What follows belongs to an exercise in optimizing a design on an open flow for small area and a short achievable clock period; a production flow would make more cautious choices. Power figures rest on the tool's default switching activity, not on a simulated workload.

== juniper ==
// CPU
module CPU(
	input logic clk,
	input logic [15:0] inM,
	input logic [15:0] instruction,
	input logic reset,
	output logic [15:0] outM,
	output logic writeM,
	output logic [14:0] addressM,
	output logic [14:0] pc
);
	logic [15:0] A, D;
	logic [14:0] PC;
	wire c  = instruction[15];
	wire am = instruction[12];
	wire zx = instruction[11];
	wire nx = instruction[10];
	wire zy = instruction[9];
	wire ny = instruction[8];
	wire f  = instruction[7];
	wire no = instruction[6];
	wire nxo = nx ^ no;
	wire nyo = ny ^ no;
	wire kn1 = ~(f | no);
	wire cinn = ~(f & no);
	logic dn0;
	logic xa0;
	logic x0;
	logic ymn0;
	logic ya0;
	logic y0;
	logic gn0;
	logic gfn0;
	logic pn0;
	logic q0;
	logic dn1;
	logic xa1;
	logic x1;
	logic ymn1;
	logic ya1;
	logic y1;
	logic gn1;
	logic gfn1;
	logic pn1;
	logic q1;
	logic dn2;
	logic xa2;
	logic x2;
	logic ymn2;
	logic ya2;
	logic y2;
	logic gn2;
	logic gfn2;
	logic pn2;
	logic q2;
	logic dn3;
	logic xa3;
	logic x3;
	logic ymn3;
	logic ya3;
	logic y3;
	logic gn3;
	logic gfn3;
	logic pn3;
	logic q3;
	logic dn4;
	logic xa4;
	logic x4;
	logic ymn4;
	logic ya4;
	logic y4;
	logic gn4;
	logic gfn4;
	logic pn4;
	logic q4;
	logic dn5;
	logic xa5;
	logic x5;
	logic ymn5;
	logic ya5;
	logic y5;
	logic gn5;
	logic gfn5;
	logic pn5;
	logic q5;
	logic dn6;
	logic xa6;
	logic x6;
	logic ymn6;
	logic ya6;
	logic y6;
	logic gn6;
	logic gfn6;
	logic pn6;
	logic q6;
	logic dn7;
	logic xa7;
	logic x7;
	logic ymn7;
	logic ya7;
	logic y7;
	logic gn7;
	logic gfn7;
	logic pn7;
	logic q7;
	logic dn8;
	logic xa8;
	logic x8;
	logic ymn8;
	logic ya8;
	logic y8;
	logic gn8;
	logic gfn8;
	logic pn8;
	logic q8;
	logic dn9;
	logic xa9;
	logic x9;
	logic ymn9;
	logic ya9;
	logic y9;
	logic gn9;
	logic gfn9;
	logic pn9;
	logic q9;
	logic dn10;
	logic xa10;
	logic x10;
  ...
Settings: LEC_CHECK=0, CAP_MARGIN=20, CORE_MARGIN=2, CORE_UTILIZATION=40, SETUP_SLACK_MARGIN=4.5, SLEW_MARGIN=20; clock period 12.5 ns.
standard.sh (not shown) runs the stock make flow with config.mk's settings and CLKGATE_MAP_FILE= SYNTH_SCRIPT=/design/flow/synth_recipe.tcl, a recipe that flattens the netlist after the stock synthesis.
==> flow/flow/run.sh <==
#!/bin/bash
# Layout flow: the standard ORFS flow (standard.sh) with two changes:
#  - synthesis maps the logic with the ABC script in flow/abc.script
#    (ORFS's synth.tcl otherwise unchanged; same -nofsm -noshare, flatten and renames)
#  - port buffers are sky130_fd_sc_hd__buf_1 instead of the default choice
set -euo pipefail
W=$PWD
sed "s#log_cmd abc {\*}\$abc_args#log_cmd abc {*}[lreplace \$abc_args 1 1 $W/flow/abc.script]#" \
  "$FLOW_HOME/scripts/synth.tcl" > "$W/synth_custom.tcl"
grep -q "flow/abc.script" "$W/synth_custom.tcl"
sed "s#\$::env(SCRIPTS_DIR)/synth.tcl#$W/synth_custom.tcl#" synth_recipe.tcl > "$W/synth_top.tcl"
grep -q "synth_custom.tcl" "$W/synth_top.tcl"
EXTRA=()
if [[ -f flow/make_args.txt ]]; then mapfile -t EXTRA < <(grep -v '^\s*$' flow/make_args.txt); fi
bash standard.sh SYNTH_SCRIPT="$W/synth_top.tcl" \
  "BUFFER_PORTS_ARGS=-buffer_cell sky130_fd_sc_hd__buf_1" "${EXTRA[@]}" finish > "$W/flow.log" 2>&1
==> flow/flow/abc.script <==
strash; dch; map -a; topo; stime -c
==> flow/flow/make_args.txt <==
SYNTH_KEEP_MODULES=hk_inv hk_nand2 hk_nor2 hk_nand3 hk_xor2 hk_xnor2 hk_mux2i hk_aoi21 hk_oai21 hk_o22ai
CTS_ARGS=-sink_clustering_enable -repair_clock_nets -dont_use_dummy_load -buf_list sky130_fd_sc_hd__clkbuf_8 -sink_clustering_size 30 -sink_clustering_max_diameter 200
### juniper -> raven
==> flow/flow/make_args.txt <==
SYNTH_KEEP_MODULES=hk_inv hk_nand2 hk_nor2 hk_nand3 hk_xor2 hk_xnor2 hk_mux2i hk_aoi21 hk_oai21 hk_o22ai
CTS_ARGS=-repair_clock_nets -dont_use_dummy_load -buf_list sky130_fd_sc_hd__clkbuf_16
- The estimated power of raven ends up higher than the estimate for juniper.
- raven against juniper: post-route worst setup slack moved up, clock tree cell share of total cell area moved up, clock latency at the later pin of the worst-skew pair level.
- Re proportion of power drawn by flip-flops and latches: raven and juniper aren't equal, and the higher value belongs to juniper.
- raven vs juniper: design area up
- Status: routed wire length parity (juniper, raven)
- Count of plain and timing-repair buffers in the layout on raven is down relative to juniper.
diff inputs: raven => fjord
Settings: changing SETUP_SLACK_MARGIN from 4.5 to 5.
==> flow/flow/make_args.txt <==
SYNTH_KEEP_MODULES=hk_inv hk_nand2 hk_nor2 hk_nand3 hk_xor2 hk_xnor2 hk_mux2i hk_aoi21 hk_oai21 hk_o22ai
CTS_ARGS=-sink_clustering_enable -repair_clock_nets -dont_use_dummy_load
[summary]
- fjord: done, clean on timing, DRC and antenna
- raven has lower area overhead of the layout relative to synthesis than fjord.
- fjord gives more wire length reported by the detailed router than raven did.
- On clock group power: between raven and fjord, it ends up higher for raven.
- Cmp fjord vs raven: wire length of the first global-routing pass higher in fjord
- As far as clock insertion delay at the later pin of the skew report is concerned, fjord and raven perform about the same.
- Number of fillers in the final layout (lower): raven
- The lower non-clock buffer count came out of raven.
- The worst-case setup margin in the final layout of fjord exceeds that of raven by 0.33 ns.
- Lower global router's overall resource usage was reported by raven, not fjord.
- Against raven as the reference, fjord delivers a lower fraction of standard cell area that is sequential.
- On internal power summed over all cells, raven and fjord are neck and neck.
The inputs of xenon differ from those of fjord as listed below.
Settings: SETUP_SLACK_MARGIN now 4.5, was 5.
--- outcome ---
- xenon did not stop at any stage, and its layout met the timing, design-rule and antenna checks.
- From fjord to xenon the numbers moved as follows: area share of xor/xnor cells in the synthesized design comparable; wire length on met3 now smaller; maximum number of pins on one net before global-route repair comparable; data arrival time at the worst-slack endpoint now larger.
- Slack of the critical path: xenon < fjord
- Area added between synthesis and finish down 8.9 points in xenon wrt fjord
- xenon vs fjord — number of DRC markers in iteration 0 climbed slightly
- Changes observed in xenon relative to fjord: via count fell by about 2.5%; global-route wire length before repair lost about 5%.
No functional check of the RTL was part of any run of this note.

what the ideal ports hide:
The results above use ideal ports. As a check the final layouts listed here were re-extracted and re-timed, cells and wires unchanged. Step 1, drivers: a clkbuf_16 drives clk and a buf_2 each remaining input, both assumed. Step 2 moves the port delays by t, midway between the first and last clock arrival at a register: inputs arrive t later, outputs are due t later. That takes back most of the time a late clock gives input paths. Slacks: ideal / step 1 / step 2; pairs: ideal / step 1.
run	t, ns	slack for setup (ns)	latest minus earliest clock arrival (ns)	worst register clock-pin slew, ns
juniper	0.325	4.783 / 4.759 / 4.759	0.013 / 0.013	0.09 / 0.09
raven	0.323	4.792 / 4.770 / 4.770	0.009 / 0.009	0.07 / 0.07
fjord	0.321	5.124 / 5.081 / 5.081	0.025 / 0.024	0.10 / 0.10
xenon	0.325	4.783 / 4.759 / 4.759	0.013 / 0.013	0.09 / 0.09
After both steps every run listed still meets setup and hold. For fjord, which loses most, drivers alone change the setup slack by -0.043 ns; drivers and shift together by -0.043 ns.
